What follows belongs to an exercise in optimizing a design on an open flow for small area; a production flow would make more cautious choices.
In this exercise RTL edits were held to simulation tests only and were not proved equivalent to the original.
Power and IR drop assume default switching activity.

==> run B: inputs <==
==> flow/design.v <==
`timescale 1ns / 1ps
module rampgen
  ( frequency,
    amplitude,
    M_AXIS_ACLK,
    M_AXIS_ARESETN,
    M_AXIS_TREADY,
    M_AXIS_TDATA,
    M_AXIS_TSTRB,
    M_AXIS_TLAST,
    M_AXIS_TVALID
  );
  parameter C_S_AXIS_TDATA_WIDTH = 256;
  input  [31:0] frequency;
  input  [31:0] amplitude;
  input wire  M_AXIS_ACLK;
  input wire  M_AXIS_ARESETN;
  input wire  M_AXIS_TREADY;
  output wire [C_S_AXIS_TDATA_WIDTH-1 : 0] M_AXIS_TDATA;
  output wire [(C_S_AXIS_TDATA_WIDTH/8)-1 : 0] M_AXIS_TSTRB;
  output wire  M_AXIS_TLAST;
  output reg  M_AXIS_TVALID;
  localparam SKIP = 3'd6;
  assign M_AXIS_TSTRB = {(C_S_AXIS_TDATA_WIDTH/8){1'b0}};
  assign M_AXIS_TLAST = 1'b0;
  wire clk = M_AXIS_ACLK;
  wire acc = M_AXIS_ARESETN & M_AXIS_TREADY;
  wire upd = M_AXIS_TVALID;           
  reg  [31:0] f_q;
  reg  [15:0] a_q;
  wire ev = !M_AXIS_ARESETN || (frequency != f_q) || (amplitude[15:0] != a_q);
  wire [15:0] na = ~a_q;
  reg  [27:0] q;                       
  wire [27:0] q_step = q + frequency[27:0];
  reg  [5:0] cnt;
  reg  [2:0] skip;
  reg        xfer;
  wire [5:0] cnt_n = ev ? 6'd0 : (cnt == 6'd48) ? cnt : cnt + 6'd1;
  reg  mul, stag, run, rdy, snap, ld1, dbl_on, c17, c18;
  reg  pl1, pl2, pl3;                  
  reg  [2:0] clr;                      
  reg  [2:0] clrh;                     
  reg  sel_r;                          
  reg  sel_s;                          
  reg  stag_h;                         
  wire [2:0] skip_n = ev ? 3'd0 : (cnt == 6'd31) ? SKIP :
                      (run && upd && skip != 3'd0) ? skip - 3'd1 : skip;
  wire xfer_n = ev ? 1'b0 : (cnt == 6'd31) ? 1'b1 : sel_r ? 1'b0 : xfer;
  wire live_n   = acc && (cnt_n >= 6'd32) && (skip_n == 3'd0);
  wire sel_r_n  = live_n && xfer_n && rdy;
  wire sel_s_n  = live_n && !(xfer_n && rdy);
  always @(posedge clk) begin
    cnt  <= cnt_n;
    skip <= skip_n;
    xfer <= xfer_n;
    mul   <= (cnt_n < 6'd16) || (cnt_n >= 6'd32 && cnt_n < 6'd48);
    stag  <= (cnt_n >= 6'd17) && (cnt_n <= 6'd30);
    run   <= (cnt_n >= 6'd32);
    rdy   <= (cnt_n == 6'd48);
    snap  <= (cnt_n == 6'd31);
    ld1   <= (cnt_n == 6'd16);
    dbl_on <= (cnt_n >= 6'd17) && (cnt_n <= 6'd20);
    c17   <= (cnt_n == 6'd17);
    c18   <= (cnt_n == 6'd18);
    pl1   <= sel_r_n;
    pl2   <= pl1 && !ev;
    pl3   <= pl2 && !ev;
    clr[0] <= (cnt_n == 6'd28);
    clr[1] <= (cnt_n == 6'd21);
    clr[2] <= (cnt_n == 6'd16);
    clrh  <= clr;
    sel_r <= sel_r_n;
    sel_s <= sel_s_n;
    stag_h <= stag;
  end
  reg  [47:0] r;
  reg  [17:0] a3;                      
  wire [1:0]  m  = r[1:0];
  wire [17:0] ma = (m == 2'd0) ? 18'd0 : (m == 2'd1) ? {2'b00, a_q} :
                   (m == 2'd2) ? {1'b0, a_q, 1'b0} : a3;
  wire [17:0] rs = {2'b00, r[47:32]} + ma;
  wire [47:0] r_next = {2'b00, rs[17:2], rs[1:0], r[31:2]};
  reg  [31:0] d1;                      
  reg  [15:0] h1, h2, h4, hw;          
  wire [15:0] p1 = r[15:0];
  wire [15:0] p2 = r[31:16];
  wire [15:0] p4 = r[47:32];
  wire [15:0] ks = pl1 ? h1 : pl2 ? h2 : h4;
  wire [16:0] dbl_s = {hw, d1[{3'b111, ~(cnt[1:0] - 2'd1)}]};
  wire [17:0] cdb, ckm;
  wire [16:0] dbl_t;
  wire [15:0] kout;
  assign cdb[0] = 1'b1;
  assign ckm[0] = 1'b1;
  genvar i;
  generate
    for (i = 0; i < 17; i = i + 1) begin : db
      wire nai = (i < 16) ? na[i] : 1'b1;
      assign dbl_t[i] = dbl_s[i] ^ nai ^ cdb[i];
      assign cdb[i+1] = (dbl_s[i] & nai) | (cdb[i] & (dbl_s[i] ^ nai));
    end
    for (i = 0; i < 16; i = i + 1) begin : km
      assign kout[i]  = ks[i] ^ na[i] ^ ckm[i];
      assign ckm[i+1] = (ks[i] & na[i]) | (ckm[i] & (ks[i] ^ na[i]));
    end
  endgenerate
  wire [15:0] dbl   = cdb[17] ? dbl_t[15:0] : dbl_s[15:0];
  wire [31:0] bus_l = sel_r_n ? r[31:0] : sel_s_n ? {d1[27:0], 4'b0000} : stag ? d1 : 32'd0;
  wire [15:0] bh    = sel_r ? r[47:32] : sel_s ? hw : stag_h ? h1 : 16'd0;
  always @(posedge clk) begin
    M_AXIS_TVALID <= acc;
    f_q <= frequency;
    a_q <= amplitude[15:0];
    if (!M_AXIS_ARESETN)
      q <= 28'd0;
    else if (M_AXIS_TREADY)
      q <= q_step;
    a3 <= {1'b0, amplitude[15:0], 1'b0} + {2'b00, amplitude[15:0]};
    if (ev)
      r <= {16'd0, frequency};
    else if (snap)
      r <= {16'd0, q_step, 4'b0000};
    else if (mul)
      r <= r_next;
    else if (pl1)
      r[15:0] <= kout;
    else if (pl2)
      r[31:16] <= kout;
    else if (pl3)
      r[47:32] <= kout;
    if (ld1) begin
      d1 <= r[31:0];
      h1 <= r[47:32];
      hw <= r[47:32];
    end
    if (dbl_on)
      hw <= dbl;
    if (c17)
      h2 <= dbl;
    if (c18)
      h4 <= dbl;
  end
  wire [15:0] sh [0:2];
  wire [31:0] sl [0:2];
  genvar g;
  generate
    for (g = 0; g < 3; g = g + 1) begin : st
      reg  [15:0] h;
      reg  [31:0] l;
      reg         pc;                  
      wire [32:0] ls = {1'b0, l} + {1'b0, bus_l};
      always @(posedge clk) begin
        l  <= clr[g] ? 32'd0 : ls[31:0];
        pc <= ls[32];
      end
      wire [16:0] cu, ct;
      wire [15:0] u, t;
      assign cu[0] = pc;
      assign ct[0] = 1'b1;
      for (i = 0; i < 16; i = i + 1) begin : ad
        assign u[i]    = h[i] ^ bh[i] ^ cu[i];
        assign cu[i+1] = (h[i] & bh[i]) | (cu[i] & (h[i] ^ bh[i]));
        assign t[i]    = u[i] ^ na[i] ^ ct[i];
        assign ct[i+1] = (u[i] & na[i]) | (ct[i] & (u[i] ^ na[i]));
      end
      always @(posedge clk)
        h <= clrh[g] ? 16'd0 : (cu[16] | ct[16]) ? t : u;
      assign sh[g] = h;
      assign sl[g] = l;
    end
  endgenerate
  wire [15:0] samp [0:15];
  assign samp[2]  = sh[0];
  assign samp[9]  = sh[1];
  assign samp[14] = sh[2];
  generate
    for (g = 0; g < 16; g = g + 1) begin : dl
      if (g != 2 && g != 9 && g != 14) begin : c
        localparam integer S = (g <= 4 || g == 6) ? 0 : (g <= 11 || g == 13) ? 1 : 2;
        localparam integer B = (S == 0) ? 2 : (S == 1) ? 9 : 14;
        localparam integer K = g - B;
        localparam integer KA = (K < 0) ? -K : K;
        wire [31:0] dk = (KA == 1) ? d1 : (KA == 2) ? {d1[30:0], 1'b0} : {d1[29:0], 2'b00};
        wire [15:0] hk = (KA == 1) ? h1 : (KA == 2) ? h2 : h4;
        wire [15:0] pk = (KA == 1) ? p1 : (KA == 2) ? p2 : p4;
        wire [15:0] hb = sh[S];
        wire [31:0] lb = sl[S];
        wire [32:0] cc;
        reg         cq;
        assign cc[0] = (K < 0);
        for (i = 0; i < 32; i = i + 1) begin : cy
          wire dki = (K < 0) ? ~dk[i] : dk[i];
          assign cc[i+1] = (lb[i] & dki) | (cc[i] & (lb[i] | dki));
        end
        always @(posedge clk)
          cq <= cc[32];
        wire [15:0] xa = (K < 0) ? ~hk : hk;
        wire [15:0] xb = (K < 0) ? ~pk : pk;
        wire [16:0] ca, cb;
        wire [15:0] sa, sb;
        assign ca[0] = cq;
        assign cb[0] = cq;
        for (i = 0; i < 16; i = i + 1) begin : ad
          assign sa[i]   = hb[i] ^ xa[i] ^ ca[i];
          assign ca[i+1] = (hb[i] & xa[i]) | (ca[i] & (hb[i] ^ xa[i]));
          assign sb[i]   = hb[i] ^ xb[i] ^ cb[i];
          assign cb[i+1] = (hb[i] & xb[i]) | (cb[i] & (hb[i] ^ xb[i]));
        end
        if (K > 0) begin : p
          assign samp[g] = cb[16] ? sb : sa;
        end else begin : m
          assign samp[g] = ca[16] ? sa : sb;
        end
      end
    end
  endgenerate
  generate
    for (g = 0; g < 16; g = g + 1) begin : o
      assign M_AXIS_TDATA[16*g +: 16] = {~samp[g][15], samp[g][14:2], 2'b00};
    end
  endgenerate
endmodule
==> flow/flow/run.sh <==
#!/bin/bash
# Own layout flow: the standard flow (standard synthesis unchanged), with
# plain minimum-size buffers on the ports and a clock tree without dummy loads.
set -euo pipefail
export BUFFER_PORTS_ARGS="-buffer_cell sky130_fd_sc_hd__buf_1"
export CTS_ARGS="-sink_clustering_enable -repair_clock_nets -dont_use_dummy_load -buf_list {sky130_fd_sc_hd__clkbuf_8 sky130_fd_sc_hd__clkbuf_16} -sink_clustering_size 30 -sink_clustering_max_diameter 60"
bash standard.sh > standard_flow.log 2>&1
==> flow/standard.sh <==
#!/bin/bash
# synth_recipe.tcl (not shown) runs the flow's synth.tcl, then flattens the netlist and writes it again
# the make line also repeats each setting of config.mk as NAME=value (left out here)
make -C /OpenROAD-flow-scripts/flow DESIGN_CONFIG=/design/flow/config.mk WORK_HOME=/design/flow/orfs CLKGATE_MAP_FILE= SYNTH_SCRIPT=/design/flow/synth_recipe.tcl "${@:-finish}"
==> flow/config.mk <==
export PLATFORM = sky130hd
export DESIGN_NAME = rampgen
export DESIGN_NICKNAME = rampgen
export VERILOG_FILES = /design/flow/design.v
export SDC_FILE = /design/flow/constraint.sdc
export NUM_CORES = 4
export LEC_CHECK = 0
export CAP_MARGIN = 20
export CORE_MARGIN = 2
export CORE_UTILIZATION = 60
export CTS_BUF_LIST = sky130_fd_sc_hd__clkbuf_4 sky130_fd_sc_hd__clkbuf_8
export SLEW_MARGIN = 20
==> flow/constraint.sdc <==
create_clock -name core_clock -period 10.0 [get_ports {M_AXIS_ACLK}]
set_input_delay 2.0000 -clock core_clock [delete_from_list [all_inputs] [get_ports {M_AXIS_ACLK}]]
set_output_delay 2.0000 -clock core_clock [all_outputs]
set_load 0.01 [all_outputs]
==> run A: changes against run B <==
==> flow/design.v, changed modules only <==
module rampgen
  ( frequency,
    amplitude,
    M_AXIS_ACLK,
    M_AXIS_ARESETN,
    M_AXIS_TREADY,
    M_AXIS_TDATA,
    M_AXIS_TSTRB,
    M_AXIS_TLAST,
    M_AXIS_TVALID
  );
  parameter C_S_AXIS_TDATA_WIDTH = 256;
  input  [31:0] frequency;
  input  [31:0] amplitude;
  input wire  M_AXIS_ACLK;
  input wire  M_AXIS_ARESETN;
  input wire  M_AXIS_TREADY;
  output wire [C_S_AXIS_TDATA_WIDTH-1 : 0] M_AXIS_TDATA;
  output wire [(C_S_AXIS_TDATA_WIDTH/8)-1 : 0] M_AXIS_TSTRB;
  output wire  M_AXIS_TLAST;
  output reg  M_AXIS_TVALID;
  localparam SKIP = 3'd6;
  assign M_AXIS_TSTRB = {(C_S_AXIS_TDATA_WIDTH/8){1'b0}};
  assign M_AXIS_TLAST = 1'b0;
  wire clk = M_AXIS_ACLK;
  wire acc = M_AXIS_ARESETN & M_AXIS_TREADY;
  wire upd = M_AXIS_TVALID;           
  reg  [31:0] f_q;
  reg  [15:0] a_q;
  wire ev = !M_AXIS_ARESETN || (frequency != f_q) || (amplitude[15:0] != a_q);
  reg  [27:0] q;                       
  wire [27:0] q_step = q + frequency[27:0];
  reg  [5:0] cnt;
  reg  [2:0] skip;
  reg        xfer;
  wire [5:0] cnt_n = ev ? 6'd0 : (cnt == 6'd48) ? cnt : cnt + 6'd1;
  reg  mul, first, stag, run, rdy, snap, ld1, dbl_on, c17, c18;
  reg  [2:0] clr;                      
  reg  sel_r, sel_s16;                 
  wire [2:0] skip_n = ev ? 3'd0 : (cnt == 6'd31) ? SKIP :
                      (run && upd && skip != 3'd0) ? skip - 3'd1 : skip;
  wire xfer_n = ev ? 1'b0 : (cnt == 6'd31) ? 1'b1 : sel_r ? 1'b0 : xfer;
  always @(posedge clk) begin
    cnt  <= cnt_n;
    skip <= skip_n;
    xfer <= xfer_n;
    mul   <= (cnt_n < 6'd16) || (cnt_n >= 6'd32 && cnt_n < 6'd48);
    first <= (cnt_n == 6'd0) || (cnt_n == 6'd32);
    stag  <= (cnt_n >= 6'd17) && (cnt_n <= 6'd30);
    run   <= (cnt_n >= 6'd32);
    rdy   <= (cnt_n == 6'd48);
    snap  <= (cnt_n == 6'd31);
    ld1   <= (cnt_n == 6'd16);
    dbl_on <= (cnt_n >= 6'd17) && (cnt_n <= 6'd20);
    c17   <= (cnt_n == 6'd17);
    c18   <= (cnt_n == 6'd18);
    clr[0] <= (cnt_n == 6'd28);
    clr[1] <= (cnt_n == 6'd21);
    clr[2] <= (cnt_n == 6'd16);
    sel_r   <= acc && (cnt_n >= 6'd32) && (skip_n == 3'd0) && xfer_n && (cnt_n == 6'd48);
    sel_s16 <= acc && (cnt_n >= 6'd32) && (skip_n == 3'd0) && !(xfer_n && (cnt_n == 6'd48));
  end
  reg  [47:0] r;
  reg  [27:0] xs;
  wire [31:0] mx = (cnt < 6'd16) ? f_q : {xs, 4'b0000};
  wire        abit = a_q[~cnt[3:0]];
  wire [47:0] r_next = (first ? 48'd0 : {r[46:0], 1'b0}) + (abit ? {16'd0, mx} : 48'd0);
  reg  [31:0] d1;                      
  reg  [15:0] h1, h2, h4, hw;          
  reg  [15:0] p1, p2, p4;              
  wire [16:0] dbl_s = {hw, d1[{3'b111, ~(cnt[1:0] - 2'd1)}]};
  wire [17:0] dbl_t = {1'b0, dbl_s} - {2'b00, a_q};
  wire [15:0] dbl   = dbl_t[17] ? dbl_s[15:0] : dbl_t[15:0];
  wire [15:0] kin   = ld1 ? r[47:32] : dbl;
  wire [15:0] kout  = kin - a_q;
  wire [31:0] bus_l = sel_r ? r[31:0] : sel_s16 ? {d1[27:0], 4'b0000} : stag ? d1 : 32'd0;
  wire [15:0] bus_h = sel_r ? r[47:32] : sel_s16 ? hw : stag ? h1 : 16'd0;
  always @(posedge clk) begin
    M_AXIS_TVALID <= acc;
    f_q <= frequency;
    a_q <= amplitude[15:0];
    if (!M_AXIS_ARESETN)
      q <= 28'd0;
    else if (M_AXIS_TREADY)
      q <= q_step;
    if (mul)
      r <= r_next;
    if (snap)
      xs <= q_step;
    if (ld1) begin
      d1 <= r[31:0];
      h1 <= r[47:32];
      hw <= r[47:32];
    end
    if (dbl_on)
      hw <= dbl;
    if (c17)
      h2 <= dbl;
    if (c18)
      h4 <= dbl;
    if (ld1)
      p1 <= kout;
    if (c17)
      p2 <= kout;
    if (c18)
      p4 <= kout;
  end
  wire [15:0] sh [0:2];
  wire [31:0] sn [0:2];                
  genvar g;
  generate
    for (g = 0; g < 3; g = g + 1) begin : st
      localparam integer J = (g == 0) ? 2 : (g == 1) ? 9 : 14;
      reg  [15:0] h;
      reg  [31:0] l;
      wire [32:0] ls  = {1'b0, l} + {1'b0, bus_l};
      wire [16:0] u   = {1'b0, h} + {1'b0, bus_h} + {16'd0, ls[32]};
      wire [17:0] t   = {1'b0, u} - {2'b00, a_q};
      always @(posedge clk) begin
        l <= clr[g] ? 32'd0 : ls[31:0];
        h <= clr[g] ? 16'd0 : t[17] ? u[15:0] : t[15:0];
      end
      assign sh[g] = h;
      assign sn[g] = clr[g] ? 32'd0 : ls[31:0];
    end
  endgenerate
  wire [15:0] samp [0:15];
  assign samp[2]  = sh[0];
  assign samp[9]  = sh[1];
  assign samp[14] = sh[2];
  generate
    for (g = 0; g < 16; g = g + 1) begin : dl
      if (g != 2 && g != 9 && g != 14) begin : c
        localparam integer S = (g <= 4 || g == 6) ? 0 : (g <= 11 || g == 13) ? 1 : 2;
        localparam integer B = (S == 0) ? 2 : (S == 1) ? 9 : 14;
        localparam integer K = g - B;
        localparam integer KA = (K < 0) ? -K : K;
        wire [31:0] dk = (KA == 1) ? d1 : (KA == 2) ? {d1[30:0], 1'b0} : {d1[29:0], 2'b00};
        wire [15:0] hk = (KA == 1) ? h1 : (KA == 2) ? h2 : h4;
        wire [15:0] pk = (KA == 1) ? p1 : (KA == 2) ? p2 : p4;
        wire [15:0] hb = sh[S];
        wire [31:0] ln = sn[S];
        wire [32:0] cc;
        reg         cq;
        assign cc[0] = (K < 0);
        genvar i;
        for (i = 0; i < 32; i = i + 1) begin : cy
          wire dki = (K < 0) ? ~dk[i] : dk[i];
          assign cc[i+1] = (ln[i] & dki) | (cc[i] & (ln[i] | dki));
        end
        always @(posedge clk)
          cq <= cc[32];
        wire [15:0] xa = (K < 0) ? ~hk : hk;
        wire [15:0] xb = (K < 0) ? ~pk : pk;
        wire [16:0] ca, cb;
        wire [15:0] sa, sb;
        assign ca[0] = cq;
        assign cb[0] = cq;
        for (i = 0; i < 16; i = i + 1) begin : ad
          assign sa[i]   = hb[i] ^ xa[i] ^ ca[i];
          assign ca[i+1] = (hb[i] & xa[i]) | (ca[i] & (hb[i] ^ xa[i]));
          assign sb[i]   = hb[i] ^ xb[i] ^ cb[i];
          assign cb[i+1] = (hb[i] & xb[i]) | (cb[i] & (hb[i] ^ xb[i]));
        end
        if (K > 0) begin : p
          assign samp[g] = cb[16] ? sb : sa;
        end else begin : m
          assign samp[g] = ca[16] ? sa : sb;
        end
      end
    end
  endgenerate
  generate
    for (g = 0; g < 16; g = g + 1) begin : o
      assign M_AXIS_TDATA[16*g +: 16] = {~samp[g][15], samp[g][14:2], 2'b00};
    end
  endgenerate
endmodule
==> flow/run.sh (new file) <==
#!/bin/bash
# synth_recipe.tcl (not shown) runs the flow's synth.tcl, then flattens the netlist and writes it again
# the make line also repeats each setting of config.mk as NAME=value (left out here)
make -C /OpenROAD-flow-scripts/flow DESIGN_CONFIG=/design/flow/config.mk WORK_HOME=/design/flow/orfs CLKGATE_MAP_FILE= SYNTH_SCRIPT=/design/flow/synth_recipe.tcl finish
- CORE_UTILIZATION: 60 -> 40
- CTS_BUF_LIST: sky130_fd_sc_hd__clkbuf_4 sky130_fd_sc_hd__clkbuf_8 -> default
removed: flow/flow/run.sh
removed: flow/standard.sh
==> summary of the runs <==
Run A completed without violations. Run B completed with no timing, DRC or antenna violations.
Clock skew: run B is higher than run A (54 ps).
Against run A, the total power of run B is smaller by about 9%.
Of run B and run A, run B has the higher register-to-register slack (gap 210 ps).
In run A the flip-flop and latch count is higher than in run B, by 51.
In run A the synthesized cell count is higher than in run B, by 8.7%.
In run A the count of clock-buffer cells in the layout is higher than in run B, by 26.
==> figures <==
                                                                    run A       run B
Wire length of the first global-routing pass                    220000 um   213000 um
Share of synthesized cell area in and, or, nand and nor gates       0.105       0.109
Final Cell Area                                                0.0546 mm2  0.0459 mm2
Logic power comb                                                  6.59 mW     6.52 mW
Tap Count                                                            1524         940
Synth Cell Area                                                0.0465 mm2  0.0422 mm2
Timing-limited maximum frequency                                  102 MHz     101 MHz
Sequential Power Share                                              0.223       0.220
Result of the run                                timing/DRC/antenna clean  timing/DRC/antenna clean
Post-synthesis register bit count                                     477         426
Ratio of layout area to synthesized area                           1.174x      1.087x
Via count                                                           38133       35439
Switching fraction of total power                                   0.418       0.488

-- separate check: timing with driven ports --
How much do the figures lean on ideal ports? The routed layouts below were timed once more, with nothing changed but the port constraints. Step 1 sets driving cells, clkbuf_16 on the clock port and buf_2 on the other inputs (assumed; they add their load-dependent delay and slew). Step 2 times the ports against the registers' clock, not the clock port: input delays grow and output delays shrink by t, the midpoint of the rising clock arrivals with the driver on. Three values: ideal, step 1, step 2; two values: the first two.
| run | shift t [ns] | slack for setup (ns) | latest minus earliest clock arrival (ns) |
|---|---|---|---|
| run B | 0.670 | 0.118 / 0.047 / 0.717 | 0.103 / 0.103 |
| run A | 0.712 | 0.219 / 0.153 / 0.570 | 0.049 / 0.049 |
After both steps every run listed still meets setup and hold.
